What follows belongs to an exercise in optimizing a design on an open flow for small area; a production flow would make more cautious choices.
The RTL of this run was laid out without a check of its function.
Power figures rest on the tool's default switching activity, not on a simulated workload.

==> flow/design.v <==
module booth_sel
(
	input logic onen, twon, negn, nzn,
	input logic [7:0] w,
	output logic [8:0] p
);
	logic [7:0] tn;
	assign tn = w ^ {8{negn}};
	assign p[0] = ~((onen | tn[0]) & (twon | negn));
	genvar b;
	generate
		for (b = 1; b < 8; b = b + 1) begin : g_b
			assign p[b] = ~((onen | tn[b]) & (twon | tn[b-1]));
		end
	endgenerate
	assign p[8] = nzn | tn[7];
endmodule
module fa
(
	input logic a, b, ci,
	output logic s, co
);
	assign s = a ^ b ^ ci;
	assign co = (a & b) | (a & ci) | (b & ci);
endmodule
module fac
(
	input logic a, b,
	output logic s, co
);
	assign s = ~(a ^ b);
	assign co = a | b;
endmodule
module ha
(
	input logic a, b,
	output logic s, co
);
	assign s = a ^ b;
	assign co = a & b;
endmodule
module booth_enc
(
	input logic [31:0] a,
	output logic [47:0] e
);
	integer k, i;
	logic x2, x1, x0;
	always_comb begin
		for (k = 0; k < 4; k = k + 1) begin
			for (i = 0; i < 4; i = i + 1) begin
				x2 = a[8*k + 2*i + 1];
				x1 = a[8*k + 2*i];
				x0 = (i == 0) ? 1'b0 : a[8*k + 2*i - 1];
				e[4*k + i] = ~(x1 ^ x0);
				e[16 + 4*k + i] = ~((x2 & ~x1 & ~x0) | (~x2 & x1 & x0));
				e[32 + 4*k + i] = ~(x2 & ~(x1 & x0));
			end
		end
	end
endmodule
module negsum
(
	input logic [63:0] a,
	output logic [9:0] n
);
	integer k, i;
	logic x2, x1, x0;
	always_comb begin
		n = 10'd0;
		for (k = 0; k < 8; k = k + 1) begin
			for (i = 0; i < 4; i = i + 1) begin
				x2 = a[8*k + 2*i + 1];
				x1 = a[8*k + 2*i];
				x0 = (i == 0) ? 1'b0 : a[8*k + 2*i - 1];
				n = n + ({9'd0, x2 & ~(x1 & x0)} << (2*i));
			end
		end
	end
endmodule
module dot_lo
(
	input logic [15:0] onen, twon, negn, nzn,
	input logic [31:0] w,
	input logic [19:0] acc0,
	input logic [9:0] n,
	output logic [19:0] sa, sb
);
  wire [8:0] p0_0;
  booth_sel b0_0 (.onen(onen[0]), .twon(twon[0]), .negn(negn[0]), .nzn(nzn[0]), .w(w[0 +: 8]), .p(p0_0));
  wire [8:0] p0_1;
  booth_sel b0_1 (.onen(onen[1]), .twon(twon[1]), .negn(negn[1]), .nzn(nzn[1]), .w(w[0 +: 8]), .p(p0_1));
  wire [8:0] p0_2;
  booth_sel b0_2 (.onen(onen[2]), .twon(twon[2]), .negn(negn[2]), .nzn(nzn[2]), .w(w[0 +: 8]), .p(p0_2));
  wire [8:0] p0_3;
  booth_sel b0_3 (.onen(onen[3]), .twon(twon[3]), .negn(negn[3]), .nzn(nzn[3]), .w(w[0 +: 8]), .p(p0_3));
  wire [8:0] p1_0;
  booth_sel b1_0 (.onen(onen[4]), .twon(twon[4]), .negn(negn[4]), .nzn(nzn[4]), .w(w[8 +: 8]), .p(p1_0));
  wire [8:0] p1_1;
  booth_sel b1_1 (.onen(onen[5]), .twon(twon[5]), .negn(negn[5]), .nzn(nzn[5]), .w(w[8 +: 8]), .p(p1_1));
  wire [8:0] p1_2;
  booth_sel b1_2 (.onen(onen[6]), .twon(twon[6]), .negn(negn[6]), .nzn(nzn[6]), .w(w[8 +: 8]), .p(p1_2));
  wire [8:0] p1_3;
  booth_sel b1_3 (.onen(onen[7]), .twon(twon[7]), .negn(negn[7]), .nzn(nzn[7]), .w(w[8 +: 8]), .p(p1_3));
  wire [8:0] p2_0;
  booth_sel b2_0 (.onen(onen[8]), .twon(twon[8]), .negn(negn[8]), .nzn(nzn[8]), .w(w[16 +: 8]), .p(p2_0));
  wire [8:0] p2_1;
  booth_sel b2_1 (.onen(onen[9]), .twon(twon[9]), .negn(negn[9]), .nzn(nzn[9]), .w(w[16 +: 8]), .p(p2_1));
  wire [8:0] p2_2;
  booth_sel b2_2 (.onen(onen[10]), .twon(twon[10]), .negn(negn[10]), .nzn(nzn[10]), .w(w[16 +: 8]), .p(p2_2));
  wire [8:0] p2_3;
  booth_sel b2_3 (.onen(onen[11]), .twon(twon[11]), .negn(negn[11]), .nzn(nzn[11]), .w(w[16 +: 8]), .p(p2_3));
  wire [8:0] p3_0;
  booth_sel b3_0 (.onen(onen[12]), .twon(twon[12]), .negn(negn[12]), .nzn(nzn[12]), .w(w[24 +: 8]), .p(p3_0));
  wire [8:0] p3_1;
  booth_sel b3_1 (.onen(onen[13]), .twon(twon[13]), .negn(negn[13]), .nzn(nzn[13]), .w(w[24 +: 8]), .p(p3_1));
  wire [8:0] p3_2;
  booth_sel b3_2 (.onen(onen[14]), .twon(twon[14]), .negn(negn[14]), .nzn(nzn[14]), .w(w[24 +: 8]), .p(p3_2));
  wire [8:0] p3_3;
  booth_sel b3_3 (.onen(onen[15]), .twon(twon[15]), .negn(negn[15]), .nzn(nzn[15]), .w(w[24 +: 8]), .p(p3_3));
  wire ks1, kc1;
  fac k1 (.a(p0_2[7]), .b(p0_3[5]), .s(ks1), .co(kc1));
  wire ks2, kc2;
  fac k2 (.a(p0_2[8]), .b(p0_3[6]), .s(ks2), .co(kc2));
  wire ks3, kc3;
  fac k3 (.a(p0_3[8]), .b(p1_3[8]), .s(ks3), .co(kc3));
  wire i16_0 = ~acc0[16];
  wire i18_0 = ~acc0[18];
  wire ks4, kc4;
  fac k4 (.a(acc0[18]), .b(acc0[19]), .s(ks4), .co(kc4));
  wire s1, c1;
  fa f1 (.a(n[4]), .b(p0_0[4]), .ci(p0_1[2]), .s(s1), .co(c1));
  wire s2, c2;
  fa f2 (.a(n[5]), .b(p0_0[5]), .ci(p0_1[3]), .s(s2), .co(c2));
  wire s3, c3;
  fa f3 (.a(n[6]), .b(p0_0[6]), .ci(p0_1[4]), .s(s3), .co(c3));
  wire s4, c4;
  fa f4 (.a(p0_2[2]), .b(p0_3[0]), .ci(p1_0[6]), .s(s4), .co(c4));
  wire s5, c5;
  fa f5 (.a(p1_1[4]), .b(p1_2[2]), .ci(p1_3[0]), .s(s5), .co(c5));
  wire s6, c6;
  fa f6 (.a(n[7]), .b(p0_0[7]), .ci(p0_1[5]), .s(s6), .co(c6));
  wire s7, c7;
  fa f7 (.a(p0_2[3]), .b(p0_3[1]), .ci(p1_0[7]), .s(s7), .co(c7));
  wire s8, c8;
  fa f8 (.a(p1_1[5]), .b(p1_2[3]), .ci(p1_3[1]), .s(s8), .co(c8));
  wire s9, c9;
  fa f9 (.a(p2_0[7]), .b(p2_1[5]), .ci(p2_2[3]), .s(s9), .co(c9));
  wire s10, c10;
  fa f10 (.a(n[8]), .b(p0_0[8]), .ci(p0_1[6]), .s(s10), .co(c10));
  wire s11, c11;
  fa f11 (.a(p0_2[4]), .b(p0_3[2]), .ci(p1_0[8]), .s(s11), .co(c11));
  wire s12, c12;
  fa f12 (.a(p1_1[6]), .b(p1_2[4]), .ci(p1_3[2]), .s(s12), .co(c12));
  wire s13, c13;
  fa f13 (.a(p2_0[8]), .b(p2_1[6]), .ci(p2_2[4]), .s(s13), .co(c13));
  wire s14, c14;
  fa f14 (.a(p2_3[2]), .b(p3_0[8]), .ci(p3_1[6]), .s(s14), .co(c14));
  wire s15, c15;
  fa f15 (.a(n[9]), .b(p0_1[7]), .ci(p0_2[5]), .s(s15), .co(c15));
  wire s16, c16;
  fa f16 (.a(p0_3[3]), .b(p1_1[7]), .ci(p1_2[5]), .s(s16), .co(c16));
  wire s17, c17;
  fa f17 (.a(p1_3[3]), .b(p2_1[7]), .ci(p2_2[5]), .s(s17), .co(c17));
  wire s18, c18;
  fa f18 (.a(p0_1[8]), .b(p0_2[6]), .ci(p0_3[4]), .s(s18), .co(c18));
  wire s19, c19;
  fa f19 (.a(p1_1[8]), .b(p1_2[6]), .ci(p1_3[4]), .s(s19), .co(c19));
  wire s20, c20;
  fa f20 (.a(n[2]), .b(p0_0[2]), .ci(p0_1[0]), .s(s20), .co(c20));
  wire s21, c21;
  fa f21 (.a(n[3]), .b(p0_0[3]), .ci(p0_1[1]), .s(s21), .co(c21));
  wire s22, c22;
  fa f22 (.a(p0_2[0]), .b(p1_0[4]), .ci(p1_1[2]), .s(s22), .co(c22));
  wire s23, c23;
  fa f23 (.a(p1_2[0]), .b(p2_0[4]), .ci(p2_1[2]), .s(s23), .co(c23));
  wire s24, c24;
  fa f24 (.a(p0_2[1]), .b(p1_0[5]), .ci(p1_1[3]), .s(s24), .co(c24));
  wire s25, c25;
  fa f25 (.a(p1_2[1]), .b(p2_0[5]), .ci(p2_1[3]), .s(s25), .co(c25));
  wire s26, c26;
  fa f26 (.a(p2_2[1]), .b(p3_0[5]), .ci(p3_1[3]), .s(s26), .co(c26));
  wire s27, c27;
  fa f27 (.a(p2_0[6]), .b(p2_1[4]), .ci(p2_2[2]), .s(s27), .co(c27));
  wire s28, c28;
  fa f28 (.a(p2_3[0]), .b(p3_0[6]), .ci(p3_1[4]), .s(s28), .co(c28));
  wire s29, c29;
  fa f29 (.a(p3_2[2]), .b(p3_3[0]), .ci(acc0[6]), .s(s29), .co(c29));
  wire s30, c30;
  fa f30 (.a(c2), .b(s3), .ci(s4), .s(s30), .co(c30));
  wire s31, c31;
  fa f31 (.a(p2_3[1]), .b(p3_0[7]), .ci(p3_1[5]), .s(s31), .co(c31));
  wire s32, c32;
  fa f32 (.a(p3_2[3]), .b(p3_3[1]), .ci(acc0[7]), .s(s32), .co(c32));
  wire s33, c33;
  fa f33 (.a(c3), .b(c4), .ci(c5), .s(s33), .co(c33));
  wire s34, c34;
  fa f34 (.a(s6), .b(s7), .ci(s8), .s(s34), .co(c34));
  wire s35, c35;
  fa f35 (.a(p3_2[4]), .b(p3_3[2]), .ci(acc0[8]), .s(s35), .co(c35));
  wire s36, c36;
  fa f36 (.a(c6), .b(c7), .ci(c8), .s(s36), .co(c36));
  wire s37, c37;
  fa f37 (.a(c9), .b(s10), .ci(s11), .s(s37), .co(c37));
  wire s38, c38;
  fa f38 (.a(s12), .b(s13), .ci(s14), .s(s38), .co(c38));
  wire s39, c39;
  fa f39 (.a(p2_3[3]), .b(p3_1[7]), .ci(p3_2[5]), .s(s39), .co(c39));
  wire s40, c40;
  fa f40 (.a(p3_3[3]), .b(acc0[9]), .ci(c10), .s(s40), .co(c40));
  wire s41, c41;
  fa f41 (.a(c11), .b(c12), .ci(c13), .s(s41), .co(c41));
  wire s42, c42;
  fa f42 (.a(c14), .b(s15), .ci(s16), .s(s42), .co(c42));
  wire s43, c43;
  fa f43 (.a(p2_1[8]), .b(p2_2[6]), .ci(p2_3[4]), .s(s43), .co(c43));
  wire s44, c44;
  fa f44 (.a(p3_1[8]), .b(p3_2[6]), .ci(p3_3[4]), .s(s44), .co(c44));
  wire s45, c45;
  fa f45 (.a(acc0[10]), .b(c15), .ci(c16), .s(s45), .co(c45));
  wire s46, c46;
  fa f46 (.a(c17), .b(s18), .ci(s19), .s(s46), .co(c46));
  wire s47, c47;
  fa f47 (.a(p1_2[7]), .b(p1_3[5]), .ci(p2_2[7]), .s(s47), .co(c47));
  wire s48, c48;
  fa f48 (.a(p2_3[5]), .b(p3_2[7]), .ci(p3_3[5]), .s(s48), .co(c48));
  wire s49, c49;
  fa f49 (.a(ks1), .b(acc0[11]), .ci(c18), .s(s49), .co(c49));
  wire s50, c50;
  fa f50 (.a(p1_2[8]), .b(p1_3[6]), .ci(p2_2[8]), .s(s50), .co(c50));
  wire s51, c51;
  fa f51 (.a(p2_3[6]), .b(p3_2[8]), .ci(p3_3[6]), .s(s51), .co(c51));
  wire s52, c52;
  fa f52 (.a(p1_0[2]), .b(p1_1[0]), .ci(p2_0[2]), .s(s52), .co(c52));
  wire s53, c53;
  fa f53 (.a(p1_0[3]), .b(p1_1[1]), .ci(p2_0[3]), .s(s53), .co(c53));
  wire s54, c54;
  fa f54 (.a(p2_1[1]), .b(p3_0[3]), .ci(p3_1[1]), .s(s54), .co(c54));
  wire s55, c55;
  fa f55 (.a(p2_2[0]), .b(p3_0[4]), .ci(p3_1[2]), .s(s55), .co(c55));
  wire s56, c56;
  fa f56 (.a(p3_2[0]), .b(acc0[4]), .ci(c21), .s(s56), .co(c56));
  wire s57, c57;
  fa f57 (.a(s1), .b(s22), .ci(s23), .s(s57), .co(c57));
  wire s58, c58;
  fa f58 (.a(p3_2[1]), .b(acc0[5]), .ci(c1), .s(s58), .co(c58));
  wire s59, c59;
  fa f59 (.a(c22), .b(c23), .ci(s2), .s(s59), .co(c59));
  wire s60, c60;
  fa f60 (.a(s24), .b(s25), .ci(s26), .s(s60), .co(c60));
  wire s61, c61;
  fa f61 (.a(c24), .b(c25), .ci(c26), .s(s61), .co(c61));
  wire s62, c62;
  fa f62 (.a(s27), .b(s28), .ci(s5), .s(s62), .co(c62));
  wire hs5, hc5;
  ha h5 (.a(s29), .b(s30), .s(hs5), .co(hc5));
  wire s63, c63;
  fa f63 (.a(c27), .b(c28), .ci(s31), .s(s63), .co(c63));
  wire s64, c64;
  fa f64 (.a(s9), .b(c29), .ci(s32), .s(s64), .co(c64));
  wire s65, c65;
  fa f65 (.a(c30), .b(s33), .ci(s34), .s(s65), .co(c65));
  wire s66, c66;
  fa f66 (.a(c31), .b(c32), .ci(s35), .s(s66), .co(c66));
  wire s67, c67;
  fa f67 (.a(c33), .b(c34), .ci(s36), .s(s67), .co(c67));
  wire hs6, hc6;
  ha h6 (.a(s37), .b(s38), .s(hs6), .co(hc6));
  wire s68, c68;
  fa f68 (.a(s17), .b(s39), .ci(c35), .s(s68), .co(c68));
  wire s69, c69;
  fa f69 (.a(c36), .b(s40), .ci(c37), .s(s69), .co(c69));
  wire s70, c70;
  fa f70 (.a(c38), .b(s41), .ci(s42), .s(s70), .co(c70));
  wire s71, c71;
  fa f71 (.a(c39), .b(s43), .ci(s44), .s(s71), .co(c71));
  wire s72, c72;
  fa f72 (.a(c40), .b(c41), .ci(c42), .s(s72), .co(c72));
  wire hs7, hc7;
  ha h7 (.a(s45), .b(s46), .s(hs7), .co(hc7));
  wire s73, c73;
  fa f73 (.a(c19), .b(c43), .ci(c44), .s(s73), .co(c73));
  wire s74, c74;
  fa f74 (.a(s47), .b(s48), .ci(c45), .s(s74), .co(c74));
  wire hs8, hc8;
  ha h8 (.a(s49), .b(c46), .s(hs8), .co(hc8));
  wire s75, c75;
  fa f75 (.a(kc1), .b(ks2), .ci(acc0[12]), .s(s75), .co(c75));
  wire s76, c76;
  fa f76 (.a(c47), .b(c48), .ci(s50), .s(s76), .co(c76));
  wire hs9, hc9;
  ha h9 (.a(s51), .b(c49), .s(hs9), .co(hc9));
  wire s77, c77;
  fa f77 (.a(p0_3[7]), .b(p1_3[7]), .ci(p2_3[7]), .s(s77), .co(c77));
  wire s78, c78;
  fa f78 (.a(p3_3[7]), .b(kc2), .ci(acc0[13]), .s(s78), .co(c78));
  wire hs10, hc10;
  ha h10 (.a(c50), .b(c51), .s(hs10), .co(hc10));
  wire s79, c79;
  fa f79 (.a(p2_3[8]), .b(p3_3[8]), .ci(ks3), .s(s79), .co(c79));
  wire s80, c80;
  fa f80 (.a(n[0]), .b(p0_0[0]), .ci(p1_0[0]), .s(s80), .co(c80));
  wire s81, c81;
  fa f81 (.a(n[1]), .b(p0_0[1]), .ci(p1_0[1]), .s(s81), .co(c81));
  wire s82, c82;
  fa f82 (.a(p2_0[1]), .b(p3_0[1]), .ci(acc0[1]), .s(s82), .co(c82));
  wire s83, c83;
  fa f83 (.a(p2_1[0]), .b(p3_0[2]), .ci(p3_1[0]), .s(s83), .co(c83));
  wire s84, c84;
  fa f84 (.a(acc0[2]), .b(s20), .ci(s52), .s(s84), .co(c84));
  wire s85, c85;
  fa f85 (.a(acc0[3]), .b(c20), .ci(c52), .s(s85), .co(c85));
  wire s86, c86;
  fa f86 (.a(s21), .b(s53), .ci(s54), .s(s86), .co(c86));
  wire s87, c87;
  fa f87 (.a(c53), .b(c54), .ci(s55), .s(s87), .co(c87));
  wire hs11, hc11;
  ha h11 (.a(s56), .b(s57), .s(hs11), .co(hc11));
  wire s88, c88;
  fa f88 (.a(c55), .b(c56), .ci(s58), .s(s88), .co(c88));
  wire s89, c89;
  fa f89 (.a(c57), .b(s59), .ci(s60), .s(s89), .co(c89));
  wire s90, c90;
  fa f90 (.a(c58), .b(c59), .ci(c60), .s(s90), .co(c90));
  wire s91, c91;
  fa f91 (.a(s61), .b(s62), .ci(hs5), .s(s91), .co(c91));
  wire s92, c92;
  fa f92 (.a(c61), .b(c62), .ci(s63), .s(s92), .co(c92));
  wire s93, c93;
  fa f93 (.a(s64), .b(hc5), .ci(s65), .s(s93), .co(c93));
  wire s94, c94;
  fa f94 (.a(c63), .b(c64), .ci(s66), .s(s94), .co(c94));
  wire s95, c95;
  fa f95 (.a(hs6), .b(c65), .ci(s67), .s(s95), .co(c95));
  wire s96, c96;
  fa f96 (.a(s68), .b(c66), .ci(c67), .s(s96), .co(c96));
  wire s97, c97;
  fa f97 (.a(hc6), .b(s69), .ci(s70), .s(s97), .co(c97));
  wire s98, c98;
  fa f98 (.a(s71), .b(c68), .ci(c69), .s(s98), .co(c98));
  wire s99, c99;
  fa f99 (.a(hs7), .b(s72), .ci(c70), .s(s99), .co(c99));
  wire s100, c100;
  fa f100 (.a(c71), .b(s73), .ci(hs8), .s(s100), .co(c100));
  wire s101, c101;
  fa f101 (.a(s74), .b(c72), .ci(hc7), .s(s101), .co(c101));
  wire s102, c102;
  fa f102 (.a(c73), .b(s75), .ci(s76), .s(s102), .co(c102));
  wire s103, c103;
  fa f103 (.a(hs9), .b(c74), .ci(hc8), .s(s103), .co(c103));
  wire s104, c104;
  fa f104 (.a(s77), .b(hs10), .ci(c75), .s(s104), .co(c104));
  wire s105, c105;
  fa f105 (.a(s78), .b(c76), .ci(hc9), .s(s105), .co(c105));
  wire s106, c106;
  fa f106 (.a(acc0[14]), .b(c77), .ci(hc10), .s(s106), .co(c106));
  wire hs12, hc12;
  ha h12 (.a(c78), .b(s79), .s(hs12), .co(hc12));
  wire s107, c107;
  fa f107 (.a(kc3), .b(acc0[15]), .ci(c79), .s(s107), .co(c107));
  wire s108, c108;
  fa f108 (.a(p2_0[0]), .b(p3_0[0]), .ci(acc0[0]), .s(s108), .co(c108));
  wire s109, c109;
  fa f109 (.a(c80), .b(s81), .ci(s82), .s(s109), .co(c109));
  wire s110, c110;
  fa f110 (.a(c81), .b(s83), .ci(c82), .s(s110), .co(c110));
  wire s111, c111;
  fa f111 (.a(c83), .b(c84), .ci(s85), .s(s111), .co(c111));
  wire s112, c112;
  fa f112 (.a(c85), .b(c86), .ci(s87), .s(s112), .co(c112));
  wire s113, c113;
  fa f113 (.a(c87), .b(hc11), .ci(s88), .s(s113), .co(c113));
  wire s114, c114;
  fa f114 (.a(c88), .b(c89), .ci(s90), .s(s114), .co(c114));
  wire s115, c115;
  fa f115 (.a(c90), .b(s92), .ci(c91), .s(s115), .co(c115));
  wire s116, c116;
  fa f116 (.a(c92), .b(s94), .ci(c93), .s(s116), .co(c116));
  wire s117, c117;
  fa f117 (.a(c94), .b(s96), .ci(c95), .s(s117), .co(c117));
  wire s118, c118;
  fa f118 (.a(c96), .b(s98), .ci(c97), .s(s118), .co(c118));
  wire s119, c119;
  fa f119 (.a(s100), .b(c98), .ci(c99), .s(s119), .co(c119));
  wire s120, c120;
  fa f120 (.a(s102), .b(c100), .ci(c101), .s(s120), .co(c120));
  wire s121, c121;
  fa f121 (.a(s104), .b(c102), .ci(s105), .s(s121), .co(c121));
  wire s122, c122;
  fa f122 (.a(hs12), .b(c104), .ci(s106), .s(s122), .co(c122));
  wire s123, c123;
  fa f123 (.a(hc12), .b(c106), .ci(s107), .s(s123), .co(c123));
  wire s124, c124;
  fa f124 (.a(s84), .b(s110), .ci(c109), .s(s124), .co(c124));
  wire s125, c125;
  fa f125 (.a(s86), .b(c110), .ci(s111), .s(s125), .co(c125));
  wire s126, c126;
  fa f126 (.a(c111), .b(hs11), .ci(s112), .s(s126), .co(c126));
  wire s127, c127;
  fa f127 (.a(c112), .b(s89), .ci(s113), .s(s127), .co(c127));
  wire s128, c128;
  fa f128 (.a(c113), .b(s91), .ci(s114), .s(s128), .co(c128));
  wire s129, c129;
  fa f129 (.a(c114), .b(s93), .ci(s115), .s(s129), .co(c129));
  wire s130, c130;
  fa f130 (.a(s95), .b(c115), .ci(s116), .s(s130), .co(c130));
  wire s131, c131;
  fa f131 (.a(s97), .b(c116), .ci(s117), .s(s131), .co(c131));
  wire s132, c132;
  fa f132 (.a(s99), .b(c117), .ci(s118), .s(s132), .co(c132));
  wire s133, c133;
  fa f133 (.a(s101), .b(c118), .ci(s119), .s(s133), .co(c133));
  wire s134, c134;
  fa f134 (.a(s103), .b(s120), .ci(c119), .s(s134), .co(c134));
  wire s135, c135;
  fa f135 (.a(c103), .b(s121), .ci(c120), .s(s135), .co(c135));
  wire s136, c136;
  fa f136 (.a(c105), .b(s122), .ci(c121), .s(s136), .co(c136));
  wire hs13, hc13;
  ha h13 (.a(c122), .b(s123), .s(hs13), .co(hc13));
  wire s137, c137;
  fa f137 (.a(i16_0), .b(c107), .ci(c123), .s(s137), .co(c137));
  wire hs14, hc14;
  ha h14 (.a(acc0[16]), .b(acc0[17]), .s(hs14), .co(hc14));
  assign sa = {ks4, hc14, c137, hc13, c136, c135, c134, c133, c132, c131, c130, c129, c128, c127, c126, c125, c124, s124, c108, s80};
  assign sb = {1'b0, i18_0, hs14, s137, hs13, s136, s135, s134, s133, s132, s131, s130, s129, s128, s127, s126, s125, 1'b0, s109, s108};
endmodule
module dot_hi
(
	input logic [15:0] onen, twon, negn, nzn,
	input logic [31:0] w,
	input logic [19:0] acc0,
	input logic [19:0] acc1,
	output logic [19:0] sa, sb
);
  wire [8:0] p0_0;
  booth_sel b0_0 (.onen(onen[0]), .twon(twon[0]), .negn(negn[0]), .nzn(nzn[0]), .w(w[0 +: 8]), .p(p0_0));
  wire [8:0] p0_1;
  booth_sel b0_1 (.onen(onen[1]), .twon(twon[1]), .negn(negn[1]), .nzn(nzn[1]), .w(w[0 +: 8]), .p(p0_1));
  wire [8:0] p0_2;
  booth_sel b0_2 (.onen(onen[2]), .twon(twon[2]), .negn(negn[2]), .nzn(nzn[2]), .w(w[0 +: 8]), .p(p0_2));
  wire [8:0] p0_3;
  booth_sel b0_3 (.onen(onen[3]), .twon(twon[3]), .negn(negn[3]), .nzn(nzn[3]), .w(w[0 +: 8]), .p(p0_3));
  wire [8:0] p1_0;
  booth_sel b1_0 (.onen(onen[4]), .twon(twon[4]), .negn(negn[4]), .nzn(nzn[4]), .w(w[8 +: 8]), .p(p1_0));
  wire [8:0] p1_1;
  booth_sel b1_1 (.onen(onen[5]), .twon(twon[5]), .negn(negn[5]), .nzn(nzn[5]), .w(w[8 +: 8]), .p(p1_1));
  wire [8:0] p1_2;
  booth_sel b1_2 (.onen(onen[6]), .twon(twon[6]), .negn(negn[6]), .nzn(nzn[6]), .w(w[8 +: 8]), .p(p1_2));
  wire [8:0] p1_3;
  booth_sel b1_3 (.onen(onen[7]), .twon(twon[7]), .negn(negn[7]), .nzn(nzn[7]), .w(w[8 +: 8]), .p(p1_3));
  wire [8:0] p2_0;
  booth_sel b2_0 (.onen(onen[8]), .twon(twon[8]), .negn(negn[8]), .nzn(nzn[8]), .w(w[16 +: 8]), .p(p2_0));
  wire [8:0] p2_1;
  booth_sel b2_1 (.onen(onen[9]), .twon(twon[9]), .negn(negn[9]), .nzn(nzn[9]), .w(w[16 +: 8]), .p(p2_1));
  wire [8:0] p2_2;
  booth_sel b2_2 (.onen(onen[10]), .twon(twon[10]), .negn(negn[10]), .nzn(nzn[10]), .w(w[16 +: 8]), .p(p2_2));
  wire [8:0] p2_3;
  booth_sel b2_3 (.onen(onen[11]), .twon(twon[11]), .negn(negn[11]), .nzn(nzn[11]), .w(w[16 +: 8]), .p(p2_3));
  wire [8:0] p3_0;
  booth_sel b3_0 (.onen(onen[12]), .twon(twon[12]), .negn(negn[12]), .nzn(nzn[12]), .w(w[24 +: 8]), .p(p3_0));
  wire [8:0] p3_1;
  booth_sel b3_1 (.onen(onen[13]), .twon(twon[13]), .negn(negn[13]), .nzn(nzn[13]), .w(w[24 +: 8]), .p(p3_1));
  wire [8:0] p3_2;
  booth_sel b3_2 (.onen(onen[14]), .twon(twon[14]), .negn(negn[14]), .nzn(nzn[14]), .w(w[24 +: 8]), .p(p3_2));
  wire [8:0] p3_3;
  booth_sel b3_3 (.onen(onen[15]), .twon(twon[15]), .negn(negn[15]), .nzn(nzn[15]), .w(w[24 +: 8]), .p(p3_3));
  wire s1, c1;
  fa f1 (.a(acc0[4]), .b(acc1[4]), .ci(p0_0[4]), .s(s1), .co(c1));
  wire s2, c2;
  fa f2 (.a(acc0[5]), .b(acc1[5]), .ci(p0_0[5]), .s(s2), .co(c2));
  wire s3, c3;
  fa f3 (.a(acc0[6]), .b(acc1[6]), .ci(p0_0[6]), .s(s3), .co(c3));
  wire s4, c4;
  fa f4 (.a(p0_1[4]), .b(p0_2[2]), .ci(p0_3[0]), .s(s4), .co(c4));
  wire s5, c5;
  fa f5 (.a(p1_0[6]), .b(p1_1[4]), .ci(p1_2[2]), .s(s5), .co(c5));
  wire s6, c6;
  fa f6 (.a(acc0[7]), .b(acc1[7]), .ci(p0_0[7]), .s(s6), .co(c6));
  wire s7, c7;
  fa f7 (.a(p0_1[5]), .b(p0_2[3]), .ci(p0_3[1]), .s(s7), .co(c7));
  wire s8, c8;
  fa f8 (.a(p1_0[7]), .b(p1_1[5]), .ci(p1_2[3]), .s(s8), .co(c8));
  wire s9, c9;
  fa f9 (.a(p1_3[1]), .b(p2_0[7]), .ci(p2_1[5]), .s(s9), .co(c9));
  wire s10, c10;
  fa f10 (.a(acc0[8]), .b(acc1[8]), .ci(p0_0[8]), .s(s10), .co(c10));
  wire s11, c11;
  fa f11 (.a(p0_1[6]), .b(p0_2[4]), .ci(p0_3[2]), .s(s11), .co(c11));
  wire s12, c12;
  fa f12 (.a(p1_0[8]), .b(p1_1[6]), .ci(p1_2[4]), .s(s12), .co(c12));
  wire s13, c13;
  fa f13 (.a(p1_3[2]), .b(p2_0[8]), .ci(p2_1[6]), .s(s13), .co(c13));
  wire s14, c14;
  fa f14 (.a(p2_2[4]), .b(p2_3[2]), .ci(p3_0[8]), .s(s14), .co(c14));
  wire s15, c15;
  fa f15 (.a(acc0[9]), .b(acc1[9]), .ci(p0_1[7]), .s(s15), .co(c15));
  wire s16, c16;
  fa f16 (.a(p0_2[5]), .b(p0_3[3]), .ci(p1_1[7]), .s(s16), .co(c16));
  wire s17, c17;
  fa f17 (.a(p1_2[5]), .b(p1_3[3]), .ci(p2_1[7]), .s(s17), .co(c17));
  wire s18, c18;
  fa f18 (.a(acc0[10]), .b(acc1[10]), .ci(p0_1[8]), .s(s18), .co(c18));
  wire s19, c19;
  fa f19 (.a(p0_2[6]), .b(p0_3[4]), .ci(p1_1[8]), .s(s19), .co(c19));
  wire s20, c20;
  fa f20 (.a(acc0[2]), .b(acc1[2]), .ci(p0_0[2]), .s(s20), .co(c20));
  wire s21, c21;
  fa f21 (.a(acc0[3]), .b(acc1[3]), .ci(p0_0[3]), .s(s21), .co(c21));
  wire s22, c22;
  fa f22 (.a(p0_1[2]), .b(p0_2[0]), .ci(p1_0[4]), .s(s22), .co(c22));
  wire s23, c23;
  fa f23 (.a(p1_1[2]), .b(p1_2[0]), .ci(p2_0[4]), .s(s23), .co(c23));
  wire s24, c24;
  fa f24 (.a(p0_1[3]), .b(p0_2[1]), .ci(p1_0[5]), .s(s24), .co(c24));
  wire s25, c25;
  fa f25 (.a(p1_1[3]), .b(p1_2[1]), .ci(p2_0[5]), .s(s25), .co(c25));
  wire s26, c26;
  fa f26 (.a(p2_1[3]), .b(p2_2[1]), .ci(p3_0[5]), .s(s26), .co(c26));
  wire s27, c27;
  fa f27 (.a(p1_3[0]), .b(p2_0[6]), .ci(p2_1[4]), .s(s27), .co(c27));
  wire s28, c28;
  fa f28 (.a(p2_2[2]), .b(p2_3[0]), .ci(p3_0[6]), .s(s28), .co(c28));
  wire s29, c29;
  fa f29 (.a(p3_1[4]), .b(p3_2[2]), .ci(p3_3[0]), .s(s29), .co(c29));
  wire s30, c30;
  fa f30 (.a(c2), .b(s3), .ci(s4), .s(s30), .co(c30));
  wire s31, c31;
  fa f31 (.a(p2_2[3]), .b(p2_3[1]), .ci(p3_0[7]), .s(s31), .co(c31));
  wire s32, c32;
  fa f32 (.a(p3_1[5]), .b(p3_2[3]), .ci(p3_3[1]), .s(s32), .co(c32));
  wire s33, c33;
  fa f33 (.a(c3), .b(c4), .ci(c5), .s(s33), .co(c33));
  wire s34, c34;
  fa f34 (.a(s6), .b(s7), .ci(s8), .s(s34), .co(c34));
  wire s35, c35;
  fa f35 (.a(p3_1[6]), .b(p3_2[4]), .ci(p3_3[2]), .s(s35), .co(c35));
  wire s36, c36;
  fa f36 (.a(c6), .b(c7), .ci(c8), .s(s36), .co(c36));
  wire s37, c37;
  fa f37 (.a(c9), .b(s10), .ci(s11), .s(s37), .co(c37));
  wire s38, c38;
  fa f38 (.a(s12), .b(s13), .ci(s14), .s(s38), .co(c38));
  wire s39, c39;
  fa f39 (.a(p2_2[5]), .b(p2_3[3]), .ci(p3_1[7]), .s(s39), .co(c39));
  wire s40, c40;
  fa f40 (.a(p3_2[5]), .b(p3_3[3]), .ci(c10), .s(s40), .co(c40));
  wire s41, c41;
  fa f41 (.a(c11), .b(c12), .ci(c13), .s(s41), .co(c41));
  wire s42, c42;
  fa f42 (.a(c14), .b(s15), .ci(s16), .s(s42), .co(c42));
  wire s43, c43;
  fa f43 (.a(p1_2[6]), .b(p1_3[4]), .ci(p2_1[8]), .s(s43), .co(c43));
  wire s44, c44;
  fa f44 (.a(p2_2[6]), .b(p2_3[4]), .ci(p3_1[8]), .s(s44), .co(c44));
  wire s45, c45;
  fa f45 (.a(p3_2[6]), .b(p3_3[4]), .ci(c15), .s(s45), .co(c45));
  wire s46, c46;
  fa f46 (.a(c16), .b(c17), .ci(s18), .s(s46), .co(c46));
  wire s47, c47;
  fa f47 (.a(acc0[11]), .b(acc1[11]), .ci(p0_2[7]), .s(s47), .co(c47));
  wire s48, c48;
  fa f48 (.a(p0_3[5]), .b(p1_2[7]), .ci(p1_3[5]), .s(s48), .co(c48));
  wire s49, c49;
  fa f49 (.a(p2_2[7]), .b(p2_3[5]), .ci(p3_2[7]), .s(s49), .co(c49));
  wire s50, c50;
  fa f50 (.a(p3_3[5]), .b(c18), .ci(c19), .s(s50), .co(c50));
  wire s51, c51;
  fa f51 (.a(acc0[12]), .b(acc1[12]), .ci(p0_2[8]), .s(s51), .co(c51));
  wire s52, c52;
  fa f52 (.a(p0_3[6]), .b(p1_2[8]), .ci(p1_3[6]), .s(s52), .co(c52));
  wire s53, c53;
  fa f53 (.a(p2_2[8]), .b(p2_3[6]), .ci(p3_2[8]), .s(s53), .co(c53));
  wire s54, c54;
  fa f54 (.a(p0_1[0]), .b(p1_0[2]), .ci(p1_1[0]), .s(s54), .co(c54));
  wire s55, c55;
  fa f55 (.a(p0_1[1]), .b(p1_0[3]), .ci(p1_1[1]), .s(s55), .co(c55));
  wire s56, c56;
  fa f56 (.a(p2_0[3]), .b(p2_1[1]), .ci(p3_0[3]), .s(s56), .co(c56));
  wire s57, c57;
  fa f57 (.a(p2_1[2]), .b(p2_2[0]), .ci(p3_0[4]), .s(s57), .co(c57));
  wire s58, c58;
  fa f58 (.a(p3_1[2]), .b(p3_2[0]), .ci(c21), .s(s58), .co(c58));
  wire s59, c59;
  fa f59 (.a(s1), .b(s22), .ci(s23), .s(s59), .co(c59));
  wire s60, c60;
  fa f60 (.a(p3_1[3]), .b(p3_2[1]), .ci(c1), .s(s60), .co(c60));
  wire s61, c61;
  fa f61 (.a(c22), .b(c23), .ci(s2), .s(s61), .co(c61));
  wire s62, c62;
  fa f62 (.a(s24), .b(s25), .ci(s26), .s(s62), .co(c62));
  wire s63, c63;
  fa f63 (.a(c24), .b(c25), .ci(c26), .s(s63), .co(c63));
  wire s64, c64;
  fa f64 (.a(s27), .b(s28), .ci(s29), .s(s64), .co(c64));
  wire hs1, hc1;
  ha h1 (.a(s5), .b(s30), .s(hs1), .co(hc1));
  wire s65, c65;
  fa f65 (.a(c27), .b(c28), .ci(c29), .s(s65), .co(c65));
  wire s66, c66;
  fa f66 (.a(s31), .b(s32), .ci(s9), .s(s66), .co(c66));
  wire s67, c67;
  fa f67 (.a(c30), .b(s33), .ci(s34), .s(s67), .co(c67));
  wire s68, c68;
  fa f68 (.a(c31), .b(c32), .ci(s35), .s(s68), .co(c68));
  wire s69, c69;
  fa f69 (.a(c33), .b(c34), .ci(s36), .s(s69), .co(c69));
  wire hs2, hc2;
  ha h2 (.a(s37), .b(s38), .s(hs2), .co(hc2));
  wire s70, c70;
  fa f70 (.a(c35), .b(s17), .ci(s39), .s(s70), .co(c70));
  wire s71, c71;
  fa f71 (.a(c36), .b(s40), .ci(c37), .s(s71), .co(c71));
  wire s72, c72;
  fa f72 (.a(c38), .b(s41), .ci(s42), .s(s72), .co(c72));
  wire s73, c73;
  fa f73 (.a(c39), .b(s19), .ci(s43), .s(s73), .co(c73));
  wire s74, c74;
  fa f74 (.a(s44), .b(c40), .ci(c41), .s(s74), .co(c74));
  wire s75, c75;
  fa f75 (.a(s45), .b(c42), .ci(s46), .s(s75), .co(c75));
  wire s76, c76;
  fa f76 (.a(c43), .b(c44), .ci(s47), .s(s76), .co(c76));
  wire s77, c77;
  fa f77 (.a(s48), .b(s49), .ci(c45), .s(s77), .co(c77));
  wire hs3, hc3;
  ha h3 (.a(c46), .b(s50), .s(hs3), .co(hc3));
  wire s78, c78;
  fa f78 (.a(p3_3[6]), .b(c47), .ci(c48), .s(s78), .co(c78));
  wire s79, c79;
  fa f79 (.a(c49), .b(s51), .ci(s52), .s(s79), .co(c79));
  wire hs4, hc4;
  ha h4 (.a(s53), .b(c50), .s(hs4), .co(hc4));
  wire s80, c80;
  fa f80 (.a(acc0[13]), .b(acc1[13]), .ci(p0_3[7]), .s(s80), .co(c80));
  wire s81, c81;
  fa f81 (.a(p1_3[7]), .b(p2_3[7]), .ci(p3_3[7]), .s(s81), .co(c81));
  wire s82, c82;
  fa f82 (.a(c51), .b(c52), .ci(c53), .s(s82), .co(c82));
  wire s83, c83;
  fa f83 (.a(acc0[14]), .b(acc1[14]), .ci(p0_3[8]), .s(s83), .co(c83));
  wire s84, c84;
  fa f84 (.a(p1_3[8]), .b(p2_3[8]), .ci(p3_3[8]), .s(s84), .co(c84));
  wire s85, c85;
  fa f85 (.a(acc0[0]), .b(acc1[0]), .ci(p0_0[0]), .s(s85), .co(c85));
  wire s86, c86;
  fa f86 (.a(acc0[1]), .b(acc1[1]), .ci(p0_0[1]), .s(s86), .co(c86));
  wire s87, c87;
  fa f87 (.a(p1_0[1]), .b(p2_0[1]), .ci(p3_0[1]), .s(s87), .co(c87));
  wire s88, c88;
  fa f88 (.a(p2_0[2]), .b(p2_1[0]), .ci(p3_0[2]), .s(s88), .co(c88));
  wire s89, c89;
  fa f89 (.a(p3_1[0]), .b(s20), .ci(s54), .s(s89), .co(c89));
  wire s90, c90;
  fa f90 (.a(p3_1[1]), .b(c20), .ci(c54), .s(s90), .co(c90));
  wire s91, c91;
  fa f91 (.a(s21), .b(s55), .ci(s56), .s(s91), .co(c91));
  wire s92, c92;
  fa f92 (.a(c55), .b(c56), .ci(s57), .s(s92), .co(c92));
  wire hs5, hc5;
  ha h5 (.a(s58), .b(s59), .s(hs5), .co(hc5));
  wire s93, c93;
  fa f93 (.a(c57), .b(c58), .ci(s60), .s(s93), .co(c93));
  wire s94, c94;
  fa f94 (.a(c59), .b(s61), .ci(s62), .s(s94), .co(c94));
  wire s95, c95;
  fa f95 (.a(c60), .b(c61), .ci(c62), .s(s95), .co(c95));
  wire s96, c96;
  fa f96 (.a(s63), .b(s64), .ci(hs1), .s(s96), .co(c96));
  wire s97, c97;
  fa f97 (.a(c63), .b(c64), .ci(s65), .s(s97), .co(c97));
  wire s98, c98;
  fa f98 (.a(s66), .b(hc1), .ci(s67), .s(s98), .co(c98));
  wire s99, c99;
  fa f99 (.a(c65), .b(c66), .ci(s68), .s(s99), .co(c99));
  wire s100, c100;
  fa f100 (.a(hs2), .b(c67), .ci(s69), .s(s100), .co(c100));
  wire s101, c101;
  fa f101 (.a(c68), .b(s70), .ci(c69), .s(s101), .co(c101));
  wire s102, c102;
  fa f102 (.a(hc2), .b(s71), .ci(s72), .s(s102), .co(c102));
  wire s103, c103;
  fa f103 (.a(c70), .b(s73), .ci(c71), .s(s103), .co(c103));
  wire s104, c104;
  fa f104 (.a(s74), .b(c72), .ci(s75), .s(s104), .co(c104));
  wire s105, c105;
  fa f105 (.a(c73), .b(s76), .ci(c74), .s(s105), .co(c105));
  wire s106, c106;
  fa f106 (.a(hs3), .b(s77), .ci(c75), .s(s106), .co(c106));
  wire s107, c107;
  fa f107 (.a(c76), .b(s78), .ci(s79), .s(s107), .co(c107));
  wire s108, c108;
  fa f108 (.a(hs4), .b(c77), .ci(hc3), .s(s108), .co(c108));
  wire s109, c109;
  fa f109 (.a(s80), .b(s81), .ci(c78), .s(s109), .co(c109));
  wire s110, c110;
  fa f110 (.a(c79), .b(s82), .ci(hc4), .s(s110), .co(c110));
  wire s111, c111;
  fa f111 (.a(c80), .b(c81), .ci(s83), .s(s111), .co(c111));
  wire hs6, hc6;
  ha h6 (.a(s84), .b(c82), .s(hs6), .co(hc6));
  wire s112, c112;
  fa f112 (.a(acc0[15]), .b(acc1[15]), .ci(c83), .s(s112), .co(c112));
  wire s113, c113;
  fa f113 (.a(p1_0[0]), .b(p2_0[0]), .ci(p3_0[0]), .s(s113), .co(c113));
  wire s114, c114;
  fa f114 (.a(c85), .b(s86), .ci(s87), .s(s114), .co(c114));
  wire s115, c115;
  fa f115 (.a(c86), .b(c87), .ci(s88), .s(s115), .co(c115));
  wire s116, c116;
  fa f116 (.a(c88), .b(c89), .ci(s90), .s(s116), .co(c116));
  wire s117, c117;
  fa f117 (.a(c90), .b(c91), .ci(s92), .s(s117), .co(c117));
  wire s118, c118;
  fa f118 (.a(c92), .b(hc5), .ci(s93), .s(s118), .co(c118));
  wire s119, c119;
  fa f119 (.a(c93), .b(s95), .ci(c94), .s(s119), .co(c119));
  wire s120, c120;
  fa f120 (.a(c95), .b(s97), .ci(c96), .s(s120), .co(c120));
  wire s121, c121;
  fa f121 (.a(c97), .b(s99), .ci(c98), .s(s121), .co(c121));
  wire s122, c122;
  fa f122 (.a(c99), .b(s101), .ci(c100), .s(s122), .co(c122));
  wire s123, c123;
  fa f123 (.a(c101), .b(s103), .ci(c102), .s(s123), .co(c123));
  wire s124, c124;
  fa f124 (.a(s105), .b(c103), .ci(s106), .s(s124), .co(c124));
  wire s125, c125;
  fa f125 (.a(s107), .b(c105), .ci(c106), .s(s125), .co(c125));
  wire s126, c126;
  fa f126 (.a(s109), .b(c107), .ci(s110), .s(s126), .co(c126));
  wire s127, c127;
  fa f127 (.a(s111), .b(hs6), .ci(c109), .s(s127), .co(c127));
  wire s128, c128;
  fa f128 (.a(c84), .b(c111), .ci(s112), .s(s128), .co(c128));
  wire s129, c129;
  fa f129 (.a(acc0[16]), .b(acc1[16]), .ci(c112), .s(s129), .co(c129));
  wire s130, c130;
  fa f130 (.a(c114), .b(s115), .ci(s89), .s(s130), .co(c130));
  wire s131, c131;
  fa f131 (.a(c115), .b(s91), .ci(s116), .s(s131), .co(c131));
  wire s132, c132;
  fa f132 (.a(c116), .b(hs5), .ci(s117), .s(s132), .co(c132));
  wire s133, c133;
  fa f133 (.a(c117), .b(s94), .ci(s118), .s(s133), .co(c133));
  wire s134, c134;
  fa f134 (.a(c118), .b(s96), .ci(s119), .s(s134), .co(c134));
  wire s135, c135;
  fa f135 (.a(c119), .b(s98), .ci(s120), .s(s135), .co(c135));
  wire s136, c136;
  fa f136 (.a(s100), .b(c120), .ci(s121), .s(s136), .co(c136));
  wire s137, c137;
  fa f137 (.a(s102), .b(c121), .ci(s122), .s(s137), .co(c137));
  wire s138, c138;
  fa f138 (.a(s104), .b(c122), .ci(s123), .s(s138), .co(c138));
  wire s139, c139;
  fa f139 (.a(c104), .b(c123), .ci(s124), .s(s139), .co(c139));
  wire s140, c140;
  fa f140 (.a(s108), .b(c124), .ci(s125), .s(s140), .co(c140));
  wire s141, c141;
  fa f141 (.a(c108), .b(s126), .ci(c125), .s(s141), .co(c141));
  wire s142, c142;
  fa f142 (.a(c110), .b(s127), .ci(c126), .s(s142), .co(c142));
  wire s143, c143;
  fa f143 (.a(hc6), .b(s128), .ci(c127), .s(s143), .co(c143));
  wire hs7, hc7;
  ha h7 (.a(c128), .b(s129), .s(hs7), .co(hc7));
  wire s144, c144;
  fa f144 (.a(acc0[17]), .b(acc1[17]), .ci(c129), .s(s144), .co(c144));
  wire hs8, hc8;
  ha h8 (.a(acc0[18]), .b(acc1[18]), .s(hs8), .co(hc8));
  wire hs9, hc9;
  ha h9 (.a(acc0[19]), .b(acc1[19]), .s(hs9), .co(hc9));
  assign sa = {hc8, c144, hc7, c143, c142, c141, c140, c139, c138, c137, c136, c135, c134, c133, c132, c131, c130, s130, c113, s85};
  assign sb = {hs9, hs8, s144, hs7, s143, s142, s141, s140, s139, s138, s137, s136, s135, s134, s133, s132, s131, 1'b0, s114, s113};
endmodule
module cpa20
(
	input logic [19:0] a, b,
	output logic [19:0] s
);
  wire [19:0] r, g;
  ha h0 (.a(a[0]), .b(b[0]), .s(r[0]), .co(g[0]));
  fa f1 (.a(a[1]), .b(b[1]), .ci(g[0]), .s(r[1]), .co(g[1]));
  fa f2 (.a(a[2]), .b(b[2]), .ci(g[1]), .s(r[2]), .co(g[2]));
  fa f3 (.a(a[3]), .b(b[3]), .ci(g[2]), .s(r[3]), .co(g[3]));
  fa f4 (.a(a[4]), .b(b[4]), .ci(g[3]), .s(r[4]), .co(g[4]));
  fa f5 (.a(a[5]), .b(b[5]), .ci(g[4]), .s(r[5]), .co(g[5]));
  fa f6 (.a(a[6]), .b(b[6]), .ci(g[5]), .s(r[6]), .co(g[6]));
  assign s[6:0] = r[6:0];
  wire c1 = g[6];
  ha h7 (.a(a[7]), .b(b[7]), .s(r[7]), .co(g[7]));
  fa f8 (.a(a[8]), .b(b[8]), .ci(g[7]), .s(r[8]), .co(g[8]));
  fa f9 (.a(a[9]), .b(b[9]), .ci(g[8]), .s(r[9]), .co(g[9]));
  fa f10 (.a(a[10]), .b(b[10]), .ci(g[9]), .s(r[10]), .co(g[10]));
  fa f11 (.a(a[11]), .b(b[11]), .ci(g[10]), .s(r[11]), .co(g[11]));
  fa f12 (.a(a[12]), .b(b[12]), .ci(g[11]), .s(r[12]), .co(g[12]));
  fa f13 (.a(a[13]), .b(b[13]), .ci(g[12]), .s(r[13]), .co(g[13]));
  wire [7:0] p1;
  assign p1[0] = 1'b1;
  assign p1[1] = p1[0] & r[7];
  assign s[7] = r[7] ^ (c1 & p1[0]);
  assign p1[2] = p1[1] & r[8];
  assign s[8] = r[8] ^ (c1 & p1[1]);
  assign p1[3] = p1[2] & r[9];
  assign s[9] = r[9] ^ (c1 & p1[2]);
  assign p1[4] = p1[3] & r[10];
  assign s[10] = r[10] ^ (c1 & p1[3]);
  assign p1[5] = p1[4] & r[11];
  assign s[11] = r[11] ^ (c1 & p1[4]);
  assign p1[6] = p1[5] & r[12];
  assign s[12] = r[12] ^ (c1 & p1[5]);
  assign p1[7] = p1[6] & r[13];
  assign s[13] = r[13] ^ (c1 & p1[6]);
  wire c2 = g[13] | (c1 & p1[7]);
  ha h14 (.a(a[14]), .b(b[14]), .s(r[14]), .co(g[14]));
  fa f15 (.a(a[15]), .b(b[15]), .ci(g[14]), .s(r[15]), .co(g[15]));
  fa f16 (.a(a[16]), .b(b[16]), .ci(g[15]), .s(r[16]), .co(g[16]));
  fa f17 (.a(a[17]), .b(b[17]), .ci(g[16]), .s(r[17]), .co(g[17]));
  fa f18 (.a(a[18]), .b(b[18]), .ci(g[17]), .s(r[18]), .co(g[18]));
  fa f19 (.a(a[19]), .b(b[19]), .ci(g[18]), .s(r[19]), .co(g[19]));
  wire [6:0] p2;
  assign p2[0] = 1'b1;
  assign p2[1] = p2[0] & r[14];
  assign s[14] = r[14] ^ (c2 & p2[0]);
  assign p2[2] = p2[1] & r[15];
  assign s[15] = r[15] ^ (c2 & p2[1]);
  assign p2[3] = p2[2] & r[16];
  assign s[16] = r[16] ^ (c2 & p2[2]);
  assign p2[4] = p2[3] & r[17];
  assign s[17] = r[17] ^ (c2 & p2[3]);
  assign p2[5] = p2[4] & r[18];
  assign s[18] = r[18] ^ (c2 & p2[4]);
  assign p2[6] = p2[5] & r[19];
  assign s[19] = r[19] ^ (c2 & p2[5]);
  wire c3 = g[19] | (c2 & p2[6]);
endmodule
module multiply_matrix
(
    input clk,
    input load,
	input load_w,
	input [159:0] c,
    input [63:0] a,
	input [63:0] b,
    output logic [159:0] out
);
	logic [63:0] w [0:7];
	logic [63:0] a1;
	logic [31:0] a2;
	logic [47:0] e2, e3;
	logic [9:0] n2;
	logic [159:0] s0a, s0b, s1a, s1b;
	logic [159:0] s [2:7];
	logic [47:0] e_lo, e_hi;
	logic [9:0] n1;
	booth_enc enc_lo (.a(a1[31:0]), .e(e_lo));
	booth_enc enc_hi (.a(a2), .e(e_hi));
	negsum ns (.a(a1), .n(n1));
	logic [15:0] nzn2, nzn3;
	assign nzn2 = e2[15:0] & e2[31:16];
	assign nzn3 = e3[15:0] & e3[31:16];
	logic [159:0] t0a, t0b, t1a, t1b, sum;
	genvar j;
	generate
		for (j = 0; j < 8; j = j + 1) begin : g_dot
			dot_lo dl (.onen(e2[15:0]), .twon(e2[31:16]), .negn(e2[47:32]), .nzn(nzn2), .w(w[j][31:0]),
				.acc0(c[20*j +: 20]), .n(n2), .sa(t0a[20*j +: 20]), .sb(t0b[20*j +: 20]));
			dot_hi dh (.onen(e3[15:0]), .twon(e3[31:16]), .negn(e3[47:32]), .nzn(nzn3), .w(w[j][63:32]),
				.acc0(s0a[20*j +: 20]), .acc1(s0b[20*j +: 20]),
				.sa(t1a[20*j +: 20]), .sb(t1b[20*j +: 20]));
			cpa20 ad (.a(s1a[20*j +: 20]), .b(s1b[20*j +: 20]), .s(sum[20*j +: 20]));
		end
	endgenerate
	integer i;
	always @(posedge clk) begin
		if (load_w) begin
			w[0] <= b;
			for (i = 1; i < 8; i = i + 1)
				w[i] <= w[i-1];
		end
		if (load) begin
			a1 <= a;
			e2 <= e_lo;
			n2 <= n1;
			a2 <= a1[63:32];
			e3 <= e_hi;
			s0a <= t0a;
			s0b <= t0b;
			s1a <= t1a;
			s1b <= t1b;
			s[2] <= sum;
			for (i = 3; i < 8; i = i + 1)
				s[i] <= s[i-1];
		end
	end
	assign out = s[7];
endmodule
==> flow/flow/run.sh <==
#!/bin/bash
# Layout: the standard flow (standard.sh, unchanged synthesis and steps),
# with the input and output port buffers made of sky130_fd_sc_hd__buf_1.
set -euo pipefail
export BUFFER_PORTS_ARGS="-buffer_cell sky130_fd_sc_hd__buf_1"
bash standard.sh > standard_flow.log 2>&1
==> flow/standard.sh <==
#!/bin/bash
# synth_recipe.tcl (not shown) runs the flow's synth.tcl, then flattens the netlist and writes it again
# the make line also repeats each setting of config.mk as NAME=value (left out here)
make -C /OpenROAD-flow-scripts/flow DESIGN_CONFIG=/design/flow/config.mk WORK_HOME=/design/flow/orfs CLKGATE_MAP_FILE= SYNTH_SCRIPT=/design/flow/synth_recipe.tcl "${@:-finish}"
==> flow/config.mk <==
export PLATFORM = sky130hd
export DESIGN_NAME = multiply_matrix
export DESIGN_NICKNAME = multiply_matrix
export VERILOG_FILES = /design/flow/design.v
export SDC_FILE = /design/flow/constraint.sdc
export NUM_CORES = 8
export LEC_CHECK = 0
export CAP_MARGIN = 20
export CORE_MARGIN = 2
export CORE_UTILIZATION = 60
export CTS_BUF_LIST = sky130_fd_sc_hd__clkbuf_8 sky130_fd_sc_hd__clkbuf_16
export CTS_CLUSTER_DIAMETER = 60
export CTS_CLUSTER_SIZE = 20
export PLACE_DENSITY = 0.72
export SLEW_MARGIN = 20
export SYNTH_HIERARCHICAL = 1
==> flow/constraint.sdc <==
create_clock -name core_clock -period 5.0 [get_ports {clk}]
set_input_delay 1.0000 -clock core_clock [delete_from_list [all_inputs] [get_ports {clk}]]
set_output_delay 1.0000 -clock core_clock [all_outputs]
set_load 0.01 [all_outputs]
==> run summary <==
==> metal layers <==
layer	up-vias	track usage
met5	-	0.00590
met4	18	0.168
met3	1345	0.163
met2	7766	0.547
met1	51494	0.574
li1	39277	-
==> worst reg2reg max path, stage by stage, from the launching register on <==
cell and delay [ns]:
edfxtp_1 0.57, buf_12 0.33, xor2_1 0.43, o22ai_1 0.20, fa_1 0.49, fa_1 0.58
fa_1 0.46, fa_1 0.42, fa_1 0.47, fa_1 0.52
==> area by class of cell <==
class | instances | area [um^2] | area share
inverters | 207 | 777 | 0.00441
clock buffers | 222 | 5560 | 0.0315
multi-input cells | 7430 | 86600 | 0.491
flip-flops and latches | 2314 | 69500 | 0.394
clock inverters | 143 | 1910 | 0.0109
diodes | 36 | 90.1 | 0.000511
well taps | 3705 | 4640 | 0.0263
repair buffers | 919 | 7190 | 0.0408
==> sequential cells by signal, summed over array words and instances, names as in the netlist <==
| register | flops |
|---|---|
| a1 | 64 |
| s1b | 160 |
| e2 | 48 |
| n2 | 10 |
| s0b | 160 |
| s0a | 160 |
| e3 | 48 |
| s1a | 160 |
| a2 | 32 |
| s | 960 |
| w | 512 |
==> power groups by stage <==
stage | logic, mW | clock network [mW] | registers (mW)
2_1_floorplan | 90.6 | 0 | 38.3
3_3_place_gp | 87.9 | 0 | 39.8
3_5_place_dp | 90.9 | 0 | 40.0
4_1_cts | 91.5 | 17.9 | 39.7
5_1_grt | 103 | 18.5 | 40.2
6_report | 93.3 | 17.7 | 39.8
==> through the flow <==
stage	util	hold WS [ns]	setup WS [ns]
finish	0.638	0.220	0.209
global route	0.637	0.206	0.125
CTS	0.637	0.168	0.297
detailed placement	0.610	0.405	0.348
global placement	0.610	0.400	0.386
floorplan	-	0.400	0.762
==> placed cells by master (no fill, tap or decap), types with 11 or more instances in the layout <==
master	count
buf_12	157
fa_1	2401
conb_1	24
clkinv_8	25
inv_6	26
and3b_1	16
edfxtp_1	2314
and2_1	32
and4_4	16
buf_4	311
a21oi_1	28
diode_2	36
xor2_1	2112
nand2_1	47
inv_16	11
o22ai_1	2048
inv_1	210
inv_12	27
inv_8	22
nor2_1	42
or2b_1	16
nor3b_2	16
xnor2_1	27
clkbuf_16	222
a21boi_0	15
or2_1	256
ha_1	270
buf_1	448
==> worst max path at each step <==
| stage | cells after the start | endpoint |
|---|---|---|
| 2_1_floorplan | 10 | s1b[10]$_DFFE_PP_ |
| 3_3_place_gp | 9 | s0a[111]$_DFFE_PP_ |
| 3_5_place_dp | 9 | s0a[111]$_DFFE_PP_ |
| 4_1_cts | 9 | s0a[111]$_DFFE_PP_ |
| 5_1_grt | 9 | s0a[111]$_DFFE_PP_ |
| 6_report | 9 | s0a[111]$_DFFE_PP_ |
==> run summary <==
* Synth-to-layout area growth at 5.62%
* Reg2reg start: e2[35]$_DFFE_PP_
* Nets at 14051
* Hpwl dp at 429000 um
* Clock Path Buffers at 4
* Dpl cell area at 0.169 mm^2
* Critical R2R Capture: s0a[111]$_DFFE_PP_
* Slew @ Worst Pin at 1.19 ns
* Post-Route Setup TNS at 0 ns
* P per Cell Area at 855 mW/mm^2
* I/O pin count at 451
* RD Place Congestion at 1.06
* Core ar. at 0.276 mm^2
* Crit path buffers/inverters at 1
* YS warnings at 13
* Crit path max-delay family: adder cells
* CTS tree: built
* CP max FO at 30
* Row count at 193
* Status: complete, no violations
* Fin crit period at 4.79 ns
* Startpoint Class: register
* Post-CTS Setup Bufs at 0
* Crit-path cells: buf_12 > xor2_1 > o22ai_1 > fa_1 > fa_1 > fa_1 > fa_1 > fa_1 > fa_1
* Full die area at 0.282 mm^2
* Starting DRT DRC Count at 14601
* Max incr delay on CP at 0.58 ns
* Clock power share at 0.117
* H-tree levels at 4
* Die width at 531 um
* Worst EP arrival at 5.41 ns
* Routed wl met3 at 83000 um
* Worst hold endpoint: w[0][12]$_DFFE_PP_
* Reg2Reg Depth at 9
* Post-route ant nets at 0
* Initial Util at 0.604
* Final period utilization at 0.958
* RSZ-0062 raised after global routing: no
* Internal power at 84.7 mW
* Fin Clk Skew at 0.0518 ns
* Fin cells at 14976
* Drt wl/cell at 37.7 um
* Worst Setup End Kind: register
* Largest net degree at the start of global routing at 166
* Crit path top cell by count: fa_1
* M1 WL at 223000 um
* Total GRT Usage at 0.402
* Slowest cell on crit path: fa_1
* DR WL met2 at 230000 um
* Root buffer cell: clkbuf_16
* Clock Latency Late Sink at 0.95 ns
* Clock slew at reported path FFs at 0.08 ns
* Drt via density at 6.67
* Max Fclk at 209 MHz
* Placed Cells at 14574
* Vias at 99900
* Grt total ovfl at 0
* Drt pass-1 iters at 8
* CTS Hold Buffers Added at 0
* Power, Total at 151 mW
* Final Max Slew Viols at 0
* Post-CTS Resized at 0
* Hold WC Path Type: input pin to register
* Gate power share at 0.619
* Initial antenna violation count at 25
* Fin. Hold Viols at 0
* VDD IR max at 899 uV
* Layout cells sized above 1 at 0.0786
* NetSw at 66.0 mW
* Setup crit start: e2[35]$_DFFE_PP_
* P_leak at 64.7 nW
* Final setup violation count at 0
* Max Cap Viol at 0
* Post-Route WL at 565000 um
* Slew HR at 0.204
* Synth Cell Area at 0.167 mm^2
* Reg2Reg Setup Slack at 0.21 ns
* Vias in the first global route at 103784
* Synthesized area per cell at 14.6 um^2
* Cells after Synth at 11407
* First-pass GRT wire length at 792000 um
* Num CTS Buffers at 217
* Crit Path Class: register to register
* Worst hold start: b[12]
* Sw frac at 0.438
* Die height at 531 um
* Clock sink total at 2314
* Fill cells at 20052
* Post-route DRC at 0
* Post-route cell area at 0.176 mm^2
* Worst endpoint required time at 5.61 ns
* Power share of the sequential group at 0.264
* DR top layer: met5
* PortBufs at 450
* Hold Crit Depth at 1

## port drivers added, routing unchanged
In the flow no input, the clock included, has a driving cell. The finished layout below was timed again as built, in two steps. Step 1: set_driving_cell puts a clkbuf_16 on clk and a buf_2 on each other input, an assumption about the parent block. Step 2 adds t to the input delays and takes it off the output delays; t is the mean of the earliest and latest rising clock arrival at the registers after step 1. Input paths then give back, and output paths get back, about the clock's delay inside the block. a / b / c = ideal / step 1 / step 2; a / b = the first two.
shift t [ns]: 1.028
setup WS [ns]: 0.209 / 0.209 / 0.209
latest minus earliest clock arrival (ns): 0.060 / 0.060
worst register clock-pin slew, ns: 0.08 / 0.08
worst data-port slew with drivers (ns): 0.17
After both steps this run still meets setup and hold. For this run, drivers alone change the setup slack by 0.000 ns; drivers and shift together by 0.000 ns.
